Context: an optimization exercise on an open-source flow, tuned for small area, a short achievable clock period and few clock cycles. The choices shown serve that exercise and are no tape-out recipe. The RTL was checked by simulation tests, not by an equivalence proof against the original design. Power is estimated from default activity; no workload was simulated.

--- flow/run.sh ---
#!/bin/bash
# synth_recipe.tcl (not shown) runs the flow's synth.tcl, then flattens the netlist and writes it again
# the make line also repeats each setting of config.mk as NAME=value (left out here)
make -C /OpenROAD-flow-scripts/flow DESIGN_CONFIG=/design/flow/config.mk WORK_HOME=/design/flow/orfs CLKGATE_MAP_FILE= SYNTH_SCRIPT=/design/flow/synth_recipe.tcl finish
--- flow/config.mk ---
export PLATFORM = sky130hd
export DESIGN_NAME = MFE
export DESIGN_NICKNAME = MFE
export VERILOG_FILES = /design/flow/design.v
export SDC_FILE = /design/flow/constraint.sdc
export NUM_CORES = 4
export LEC_CHECK = 0
export CAP_MARGIN = 20
export CORE_MARGIN = 2
export CORE_UTILIZATION = 40
export SLEW_MARGIN = 20
--- flow/constraint.sdc ---
create_clock -name core_clock -period 4.5 [get_ports {clk}]
set_input_delay 0.9000 -clock core_clock [delete_from_list [all_inputs] [get_ports {clk}]]
set_output_delay 0.9000 -clock core_clock [all_outputs]
set_load 0.01 [all_outputs]
--- flow/design.v ---
module counter(
	clk,
	rst,
	count,
	clear,
	keep
);
	input               clk;
	input               rst;
	input               keep;
	input               clear;
	output reg        [13:0]   count;
	reg        [13:0]   count_in;
	always@(posedge clk or posedge rst)
	begin
		if(rst)
		begin
			count<=14'd0;
		end
		else
		begin
			count<=count_in;
		end
	end
	always@(*)
	begin
		if(clear)
		begin
			count_in=14'd0;
		end
		else if(keep)
		begin
			count_in=count;
		end
		else
		begin
			count_in=count+14'd1;
		end
	end
endmodule
module storing_reg(
clk,
rst,
start,
start_addr,
data_in,
value_1_1,
value_1_2,
value_1_3,
value_2_1,
value_2_2,
value_2_3,
value_3_1,
value_3_2,
value_3_3,
finish,
addr
);
input clk;
input rst;
input start;
input  [13:0] start_addr;
input  [7:0] data_in;
output [7:0] value_1_1;
output [7:0] value_1_2;
output [7:0] value_1_3;
output [7:0] value_2_1;
output [7:0] value_2_2;
output [7:0] value_2_3;
output [7:0] value_3_1;
output [7:0] value_3_2;
output [7:0] value_3_3;
output finish;
output [13:0] addr;
wire [7:0] row_1;
wire [7:0] col_1;
wire [7:0] row_2;
wire [7:0] col_2;
wire [7:0] row_3;
wire [7:0] col_3;
wire [15:0] get_1_1_addr;
wire [15:0] get_1_2_addr;
wire [15:0] get_1_3_addr;
wire [15:0] get_2_1_addr;
wire [15:0] get_2_2_addr;
wire [15:0] get_2_3_addr;
wire [15:0] get_3_1_addr;
wire [15:0] get_3_2_addr;
wire [15:0] get_3_3_addr;
reg [7:0] localreg_in [8:0];
reg [7:0] localreg_out [8:0];
reg [7:0] col_;
reg [7:0] row_;
reg [3:0] CS;
reg [3:0] NS;
reg [13:0] start_addr_out;
integer i;
always@(posedge clk or posedge rst)
begin
	if(rst)
	begin
		for(i=0;i<9;i=i+1)
		begin
			localreg_out[i]<=8'd0;
		end
			start_addr_out<=14'd0;
	end
	else
	begin
		for(i=0;i<9;i=i+1)
		begin
			localreg_out[i]<=localreg_in[i];
			start_addr_out<=start_addr;
		end
	end
end
always@(posedge clk or posedge rst)
begin
	if(rst)
	begin
		CS<=4'd0;
	end
	else
	begin
		CS<=NS;
	end
end
localparam IDLE   =4'b0000;
localparam POINT_1=4'b0001;
localparam POINT_2=4'b0010;
localparam POINT_3=4'b0011;
localparam POINT_4=4'b0100;
localparam POINT_5=4'b0101;
localparam POINT_6=4'b0110;
localparam POINT_7=4'b0111;
localparam POINT_8=4'b1000;
localparam POINT_9=4'b1001;
localparam LAST   =4'b1010;
assign row_1={1'b0,start_addr_out[13:7]};
assign col_1={1'b0,start_addr_out[6:0]};
assign row_2={1'b0,start_addr_out[13:7]}+8'd1;
assign col_2={1'b0,start_addr_out[6:0]}+8'd1;
assign row_3={1'b0,start_addr_out[13:7]}+8'd2;
assign col_3={1'b0,start_addr_out[6:0]}+8'd2;
assign get_1_1_addr={row_1,col_1};
assign get_1_2_addr={row_1,col_2};
assign get_1_3_addr={row_1,col_3};
assign get_2_1_addr={row_2,col_1};
assign get_2_2_addr={row_2,col_2};
assign get_2_3_addr={row_2,col_3};
assign get_3_1_addr={row_3,col_1};
assign get_3_2_addr={row_3,col_2};
assign get_3_3_addr={row_3,col_3};
assign addr={row_[6:0],col_[6:0]};
assign finish=(CS==LAST)?1'b1:1'b0;
always@(*)
begin
	for(i=0;i<8;i=i+1)
	begin
		localreg_in[i+1]=localreg_out[i];
	end
	case(CS)
		IDLE:
		begin
			NS  =start?POINT_1:IDLE;
			row_=8'd0;
			col_=8'd0;
			localreg_in[0]=8'd0;
		end
		POINT_1:
		begin
			NS=POINT_2;
			row_=get_1_1_addr[15:8]-8'd1;
			col_=get_1_1_addr[7:0]-8'd1;
			localreg_in[0]=(get_1_1_addr[7:0]==8'd0||get_1_1_addr[15:8]==8'd0||get_1_1_addr[7:0]==8'd129||get_1_1_addr[15:8]==8'd129)?8'd0:data_in;
		end
		POINT_2:
		begin
			NS=POINT_3;
			row_=get_1_2_addr[15:8]-8'd1;
			col_=get_1_2_addr[7:0]-8'd1;
			localreg_in[0]=(get_1_2_addr[7:0]==8'd0||get_1_2_addr[15:8]==8'd0||get_1_2_addr[7:0]==8'd129||get_1_2_addr[15:8]==8'd129)?8'd0:data_in;
		end
		POINT_3:
		begin
			NS=POINT_4;
			row_=get_1_3_addr[15:8]-8'd1;
			col_=get_1_3_addr[7:0]-8'd1;
			localreg_in[0]=(get_1_3_addr[7:0]==8'd0||get_1_3_addr[15:8]==8'd0||get_1_3_addr[7:0]==8'd129||get_1_3_addr[15:8]==8'd129)?8'd0:data_in;
		end
		POINT_4:
		begin
			NS=POINT_5;
			row_=get_2_1_addr[15:8]-8'd1;
			col_=get_2_1_addr[7:0]-8'd1;
			localreg_in[0]=(get_2_1_addr[7:0]==8'd0||get_2_1_addr[15:8]==8'd0||get_2_1_addr[7:0]==8'd129||get_2_1_addr[15:8]==8'd129)?8'd0:data_in;
		end
		POINT_5:
		begin
			NS=POINT_6;
			row_=get_2_2_addr[15:8]-8'd1;
			col_=get_2_2_addr[7:0]-8'd1;
			localreg_in[0]=(get_2_2_addr[7:0]==8'd0||get_2_2_addr[15:8]==8'd0||get_2_2_addr[7:0]==8'd129||get_2_2_addr[15:8]==8'd129)?8'd0:data_in;
		end
		POINT_6:
		begin
			NS=POINT_7;
			row_=get_2_3_addr[15:8]-8'd1;
			col_=get_2_3_addr[7:0]-8'd1;
			localreg_in[0]=(get_2_3_addr[7:0]==8'd0||get_2_3_addr[15:8]==8'd0||get_2_3_addr[7:0]==8'd129||get_2_3_addr[15:8]==8'd129)?8'd0:data_in;
		end
		POINT_7:
		begin
			NS=POINT_8;
			row_=get_3_1_addr[15:8]-8'd1;
			col_=get_3_1_addr[7:0]-8'd1;
			localreg_in[0]=(get_3_1_addr[7:0]==8'd0||get_3_1_addr[15:8]==8'd0||get_3_1_addr[7:0]==8'd129||get_3_1_addr[15:8]==8'd129)?8'd0:data_in;
		end
		POINT_8:
		begin
			NS=POINT_9;
			row_=get_3_2_addr[15:8]-8'd1;
			col_=get_3_2_addr[7:0]-8'd1;
			localreg_in[0]=(get_3_2_addr[7:0]==8'd0||get_3_2_addr[15:8]==8'd0||get_3_2_addr[7:0]==8'd129||get_3_2_addr[15:8]==8'd129)?8'd0:data_in;
		end
		POINT_9:
		begin
			NS=LAST;
			row_=get_3_3_addr[15:8]-8'd1;
			col_=get_3_3_addr[7:0]-8'd1;
			localreg_in[0]=(get_3_3_addr[7:0]==8'd0||get_3_3_addr[15:8]==8'd0||get_3_3_addr[7:0]==8'd129||get_3_3_addr[15:8]==8'd129)?8'd0:data_in;
		end
		LAST:
		begin
			NS=IDLE;
			row_=8'd0;
			col_=8'd0;
			localreg_in[0]=localreg_out[8];
		end
		default
		begin
			NS=IDLE;
			row_=8'd0;
			col_=8'd0;
			localreg_in[0]=8'd0;
		end
	endcase
end
assign value_1_1=localreg_out[0];
assign value_1_2=localreg_out[1];
assign value_1_3=localreg_out[2];
assign value_2_1=localreg_out[3];
assign value_2_2=localreg_out[4];
assign value_2_3=localreg_out[5];
assign value_3_1=localreg_out[6];
assign value_3_2=localreg_out[7];
assign value_3_3=localreg_out[8];
endmodule 
module bubble_sort(
	clk,
	rst,
	start,
	value_1_1,
	value_1_2,
	value_1_3,
	value_2_1,
	value_2_2,
	value_2_3,
	value_3_1,
	value_3_2,
	value_3_3,
	value_median,
	finish
);
	input clk;
	input rst;
	input [7:0] value_1_1;
	input [7:0] value_1_2;
	input [7:0] value_1_3;
	input [7:0] value_2_1;
	input [7:0] value_2_2;
	input [7:0] value_2_3;
	input [7:0] value_3_1;
	input [7:0] value_3_2;
	input [7:0] value_3_3;
	input start;
	reg [7:0] value_1_1_out;
	reg [7:0] value_1_2_out;
	reg [7:0] value_1_3_out;
	reg [7:0] value_2_1_out;
	reg [7:0] value_2_2_out;
	reg [7:0] value_2_3_out;
	reg [7:0] value_3_1_out;
	reg [7:0] value_3_2_out;
	reg [7:0] value_3_3_out;
	reg [7:0] value_1_1_out2;
	reg [7:0] value_1_2_out2;
	reg [7:0] value_1_3_out2;
	reg [7:0] value_2_1_out2;
	reg [7:0] value_2_2_out2;
	reg [7:0] value_2_3_out2;
	reg [7:0] value_3_1_out2;
	reg [7:0] value_3_2_out2;
	reg [7:0] value_3_3_out2;
	output [7:0] value_median;
	output reg finish;
	reg [8:0] count;
	always@(posedge clk or posedge rst)
	begin
		if(rst)
		begin
			 value_1_1_out<=8'd0;
			 value_1_2_out<=8'd0;
			 value_1_3_out<=8'd0;
			 value_2_1_out<=8'd0;
			 value_2_2_out<=8'd0;
			 value_2_3_out<=8'd0;
			 value_3_1_out<=8'd0;
			 value_3_2_out<=8'd0;
			 value_3_3_out<=8'd0;
			 value_1_1_out2<=8'd0;
			 value_1_2_out2<=8'd0;
			 value_1_3_out2<=8'd0;
			 value_2_1_out2<=8'd0;
			 value_2_2_out2<=8'd0;
			 value_2_3_out2<=8'd0;
			 value_3_1_out2<=8'd0;
			 value_3_2_out2<=8'd0;
			 value_3_3_out2<=8'd0;
			 count<=9'd0;
			 finish<=1'b0;
		end
		else
		begin
			if(!start)
			begin
				 value_1_1_out<=(value_1_1>=value_1_2)?value_1_1:value_1_2;
				 value_1_2_out<=(value_1_1>=value_1_2)?value_1_2:value_1_1;
				 value_1_3_out<=(value_1_3>=value_2_1)?value_1_3:value_2_1;
				 value_2_1_out<=(value_1_3>=value_2_1)?value_2_1:value_1_3;
				 value_2_2_out<=(value_2_2>=value_2_3)?value_2_2:value_2_3;
				 value_2_3_out<=(value_2_2>=value_2_3)?value_2_3:value_2_2;
				 value_3_1_out<=(value_3_1>=value_3_2)?value_3_1:value_3_2;
				 value_3_2_out<=(value_3_1>=value_3_2)?value_3_2:value_3_1;
				 value_3_3_out<=value_3_3;
				 count<=9'd1;
				 finish<=1'd0;
			end
			else
			begin
				 value_1_1_out<=(value_1_1_out2>=value_1_2_out2)?value_1_1_out2:value_1_2_out2;
				 value_1_2_out<=(value_1_1_out2>=value_1_2_out2)?value_1_2_out2:value_1_1_out2;
				 value_1_3_out<=(value_1_3_out2>=value_2_1_out2)?value_1_3_out2:value_2_1_out2;
				 value_2_1_out<=(value_1_3_out2>=value_2_1_out2)?value_2_1_out2:value_1_3_out2;
				 value_2_2_out<=(value_2_2_out2>=value_2_3_out2)?value_2_2_out2:value_2_3_out2;
				 value_2_3_out<=(value_2_2_out2>=value_2_3_out2)?value_2_3_out2:value_2_2_out2;
				 value_3_1_out<=(value_3_1_out2>=value_3_2_out2)?value_3_1_out2:value_3_2_out2;
				 value_3_2_out<=(value_3_1_out2>=value_3_2_out2)?value_3_2_out2:value_3_1_out2;
				 value_3_3_out<=value_3_3_out2;
				 count<=count<<1;
				 finish<=(count[8]==1)?1'b1:1'b0;
			end
			 value_1_1_out2<=value_1_1_out;
			 value_1_2_out2<=(value_1_2_out>=value_1_3_out)?value_1_2_out:value_1_3_out;
			 value_1_3_out2<=(value_1_2_out>=value_1_3_out)?value_1_3_out:value_1_2_out;
			 value_2_1_out2<=(value_2_1_out>=value_2_2_out)?value_2_1_out:value_2_2_out;
			 value_2_2_out2<=(value_2_1_out>=value_2_2_out)?value_2_2_out:value_2_1_out;
			 value_2_3_out2<=(value_2_3_out>=value_3_1_out)?value_2_3_out:value_3_1_out;
			 value_3_1_out2<=(value_2_3_out>=value_3_1_out)?value_3_1_out:value_2_3_out;
			 value_3_2_out2<=(value_3_2_out>=value_3_3_out)?value_3_2_out:value_3_3_out;
			 value_3_3_out2<=(value_3_2_out>=value_3_3_out)?value_3_3_out:value_3_2_out;
		end
	end
	assign value_median=value_2_2_out2;
	endmodule
`timescale 1ns/10ps
module MFE(clk,reset,busy,ready,iaddr,idata,data_rd,data_wr,addr,wen);
	input				clk;
	input				reset;
	input				ready;	
	input	[7:0]		idata;	
	input	[7:0]		data_rd;
	output	[13:0]		iaddr;
	output reg		    busy;
	output	[ 7:0]		data_wr;
	output	[13:0]		addr;
	output reg			wen;
	reg [1:0] CS;
	reg [1:0] NS;
	localparam IDLE =2'b00;
	localparam STORING=2'b01;
	localparam SORTING=2'b10;
	localparam DONE=2'b11;
	reg       clear_C0;
	reg ready_out;
	wire [13:0]count_C0;
	reg       keep_C0;
	wire [7:0] value_1_1_B0;
	wire [7:0] value_1_2_B0;
	wire [7:0] value_1_3_B0;
	wire [7:0] value_2_1_B0;
	wire [7:0] value_2_2_B0;
	wire [7:0] value_2_3_B0;
	wire [7:0] value_3_1_B0;
	wire [7:0] value_3_2_B0;
	wire [7:0] value_3_3_B0;
counter C0(
	.clk(clk),
	.rst(reset),
	.count(count_C0),
	.clear(clear_C0),
	.keep(keep_C0)
);
reg start_B0;
wire finish_B0;
bubble_sort B0(
	.clk(clk),
	.rst(reset),
	.start(start_B0),
	.value_1_1(value_1_1_B0),
	.value_1_2(value_1_2_B0),
	.value_1_3(value_1_3_B0),
	.value_2_1(value_2_1_B0),
	.value_2_2(value_2_2_B0),
	.value_2_3(value_2_3_B0),
	.value_3_1(value_3_1_B0),
	.value_3_2(value_3_2_B0),
	.value_3_3(value_3_3_B0),
	.value_median(data_wr),
	.finish(finish_B0)
);
reg start_S0;
wire finish_S0;
storing_reg S0(
.clk(clk),
.rst(reset),
.start(start_S0),
.start_addr(count_C0),
.data_in(idata),
.value_1_1(value_1_1_B0),
.value_1_2(value_1_2_B0),
.value_1_3(value_1_3_B0),
.value_2_1(value_2_1_B0),
.value_2_2(value_2_2_B0),
.value_2_3(value_2_3_B0),
.value_3_1(value_3_1_B0),
.value_3_2(value_3_2_B0),
.value_3_3(value_3_3_B0),
.finish(finish_S0),
.addr(iaddr)
);
assign addr=count_C0;
	always@(posedge clk or posedge reset)
	begin
		if(reset)
		begin
			CS<=3'd0;
			ready_out<=1'd0;
		end
		else
		begin
			CS<=NS;
			ready_out<=ready;
		end
	end
	always@(*)
	begin
		case(CS)
			IDLE:
			begin
				if(reset)
				begin
					NS=IDLE;
					busy=1'b0;
					start_S0=1'b0;
					clear_C0=1'b1;
					keep_C0=1'b0;
					busy=1'b0;
				end
				else
				begin
					clear_C0=1'b0;
					keep_C0=1'b1;
					if(ready_out)
					begin
						NS=STORING;
						start_S0=1'b1;
						busy=1'b1;
					end
					else
					begin
						NS=IDLE;
						start_S0=1'b0;
						busy=1'b0;
					end
				end
				wen=1'b0;
				start_B0=1'd0;
			end
			STORING:
			begin
				NS=finish_S0?SORTING:STORING;
				start_S0=1'b1;
				busy=1'b1;
				clear_C0=1'b0;
				keep_C0=1'b1;
				start_B0=1'd0;
				wen=1'b0;
			end
			SORTING:
			begin
				start_S0=1'b0;
				NS=finish_B0?((count_C0==14'b11_1111_1111_1111)?DONE:STORING):SORTING;
				wen=finish_B0?1'b1:1'b0;
				busy=1'b1;
				clear_C0=1'b0;
				keep_C0=finish_B0?1'b0:1'b1;
				start_B0=1'd1;
			end
			DONE:
			begin
				start_S0=1'b0;
				NS=IDLE;
				wen=1'b0;
				busy=1'b0;
				clear_C0=1'b1;
				keep_C0=1'b0;
				start_B0=1'd0;
			end
		endcase
	end
endmodule
==> summary.txt <==
status: timing/DRC/antenna clean
CTS Buf Count: 28
max-cap violations: 0
crit path kind: flip-flop to output port
post-layout instance area: 15600 µm²
power density over the cells: 347 nW/µm²
GP Congestion: 0.807
Layout area overhead: 13.7%
placed instance area: 14600 µm²
crit start category: flip-flop
number of synthesized flops with an enable pin: 0
drt pass-1 iters: 7
dpl hpwl: 19.2 mm
Final nets: 1348
met1 Use GR: 21.4%
FILL cells: 3084
Hold Buf Count CTS: 0
critical path, cell by cell: nor2b_2 -> a221oi_2 -> mux2i_1 -> a221oi_4 -> nand3_1 -> nor3b_1 -> mux2_1 -> clkdlybuf4s50_1
gr ovfl total: 0
Setup Buffers After CTS: 0
CTS root buffer: clkbuf_16
fin. max-slew vios: 0
Clk pin slew, worst setup/hold paths: 70 ps
GRT Total Usage: 15.5%
count leader, synth: dfrtp_1
die footprint: 35800 µm²
syn_nets: 1307
Peak VDD IR: 0.219 mV
met2 Usage GRT: 25.9%
vias in the first global route: 8709
HP Class: flip-flop to flip-flop
Crit path required time: 3600 ps
placed cell count: 1633
Hold Slack: 346 ps
global-route wire length before repair: 45.3 mm
First DRT Iteration DRCs: 246
initial antenna violation count: 0
vias per inst: 5.02
Sinks on Clock Net: 261
Final Hold Viols: 0
Max Buffers Root-to-Sink: 3
top post-synthesis cells by count: dfrtp_1, mux2i_1, inv_1
Seq/Total Area, Yosys: 47.6%
largest delay contributor family on the critical path: compound AO/OA/AOI/OAI gates
Rows: 67
pin count of the biggest net entering global routing: 131
syn avg cell area: 11.7 µm²
Yosys cell types: 65
CTS tree: built
wire per inst: 16.1 µm
antenna viol nets, final: 0
Remaining DRCs: 0
IO buf count: 48
post-layout min period: 4310 ps
cell taking the most area after synthesis: dfrtp_1
Die H: 189 µm
Async S/R FF share, synth: 100%
io pins: 57
Initial Util: 40.7%
clk latency of the worst-skew pair: 540 ps
Core ar.: 33700 µm²
Vias: 8438
final cell count without fillers: 1682
slew margin rel.: 27.7%
diodes inserted: 0
H-tree depth: 1
Yosys top cell area share: 47.6%
Critical Path AT: 3410 ps
max incr delay on CP: 500 ps
Routed WL: 27.1 mm
predominant post-synthesis flop cell: dfrtp_1
gate count of the mapped netlist: 1174
critical path buffer and inverter count: 1
Total Power: 5.41 mW
Post-Route Skew: 16.4 ps
fin crit share: 95.9%
Seq cells post-synth: 261
RSZ-0062 raised after global routing: false
slew at the pin closest to its max-slew limit: 1080 ps
met3 usage: 1.72%
final setup violation count: 0
Die X: 189 µm
grt peak-use layer: met2
share of cells above drive strength 1: 11.8%
worst-path maximum fanout: 13
ranking of synthesized cells by area: dfrtp_1, mux2i_1, ha_1
Netlist Area Pre-Place: 13700 µm²
CP max stage cell: dfrtp_2
fmax: 232 MHz
setup TNS: 0 ps
crit end category: output port
Lkg Pwr: 7.96 nW
Synth warnings: 6
## stage by stage
step / worst slack (ps) / utilization, %
2_1_floorplan: -1590 / -
3_3_place_gp: 610 / 43.4
3_5_place_dp: 585 / 43.4
4_1_cts: 13.9 / 46.3
5_1_grt: 4.54 / 46.3
6_report: 186 / 46.3
## where the power goes
| part | leakage (nW) | total [mW] | switching, mW | internal (mW) |
|---|---|---|---|---|
| registers | 3.46 | 2.49 | 0.0665 | 2.43 |
| clock network | 0.462 | 2.38 | 0.940 | 1.44 |
| logic | 4.04 | 0.541 | 0.277 | 0.264 |
## logic make-up (layout without fill, tap and decap cells)
family                   count (synthesis)  count (layout)  synth area share, %
AO/OA/AOI/OAI                          128             128                 6.78
adder cells (fa/ha/maj)                114             114                 10.4
flip-flops                             261             261                 47.6
AND/OR/NAND/NOR                        207             207                 8.02
multiplexers                           269             269                 20.3
buffers and inverters                  162             222                 4.75
XOR/XNOR                                33              33                 2.16
## routing by layer
metal  wire length, µm  vias up
li1                  -     4192
met1             13100     4132
met2             12900       79
met3               615       35
met4               524        0
met5                 0        -
## placed cells by master (no fill, tap or decap), types with 21 or more instances in the layout
cell	instances
mux2i_1	195
nand2_1	26
inv_1	113
ha_1	114
dfrtp_1	257
clkbuf_16	28
a21oi_1	33
clkdlybuf4s50_1	47
o21ai_0	21
mux2_2	67
nor2_1	54
nand2b_1	21
nand3_1	26
## registers in the layout (all words and copies together), names as in the netlist, 9 cells and up
register	count
S0.localreg_out	72
C0.count	14
S0.start_addr_out	14
B0.count	9
## path summary, 6_finish.rpt
path | from | to | slack, ps | cells past startpoint
worst max-delay path | S0.CS[2] | iaddr[5] | 190 | 8
worst min register to register | B0.value_1_1_out[2] | B0.value_1_1_out2[2] | 350 | 0
max in group asynchronous | reset | B0.value_2_3_out2[7] | 2140 | 4
worst max register to register | CS[0] | B0.value_2_1_out[7] | 1650 | 5
min in group asynchronous | reset | ready_out | 1070 | 3
worst min-delay path | B0.value_1_1_out[2] | B0.value_1_1_out2[2] | 350 | 0
## repair_timing
| action | in CTS | in global routing |
|---|---|---|
| resized for setup | 2 | 5 |
| cloned | 0 | 0 |
| setup endpoints to repair | 2 | 5 |
## layout make-up
| type | count | area [µm²] | share of cell area (%) |
|---|---|---|---|
| clock buffers | 36 | 771 | 4.94 |
| clock inverters | 13 | 188 | 1.20 |
| inverters | 116 | 440 | 2.82 |
| multi-input cells | 751 | 6550 | 42.0 |
| flip-flops and latches | 261 | 6540 | 41.9 |
| well taps | 448 | 561 | 3.59 |
| repair buffers | 57 | 563 | 3.61 |
Testbench counts, summed over its fixed seeds: cycles 4,128,786.

-- port drivers added, routing unchanged --
How much do the figures lean on ideal ports? The routed layout below was timed once more, with nothing changed but the port constraints.
Step 1 assumes that a clkbuf_16 drives the clock port and a buf_2 every other input.
Step 2 adds t to the input delays and takes it off the output delays; t is the mean of the earliest and latest rising clock arrival at the registers after step 1. Input paths then give back, and output paths get back, about the clock's delay inside the block.
Three values: ideal ports, drivers, drivers and shift; two values: the first two.
shift t [ns]: 0.581
setup WS [ns]: 0.186 / 0.140 / 0.720
worst setup path after step 2: register to output
worst slew at a driven data input, ns: 0.03
cell pins on the clock port's net: 1
After both steps setup and hold are still met in this run. For this run, drivers alone change the setup slack by -0.046 ns; drivers and shift together by +0.534 ns.
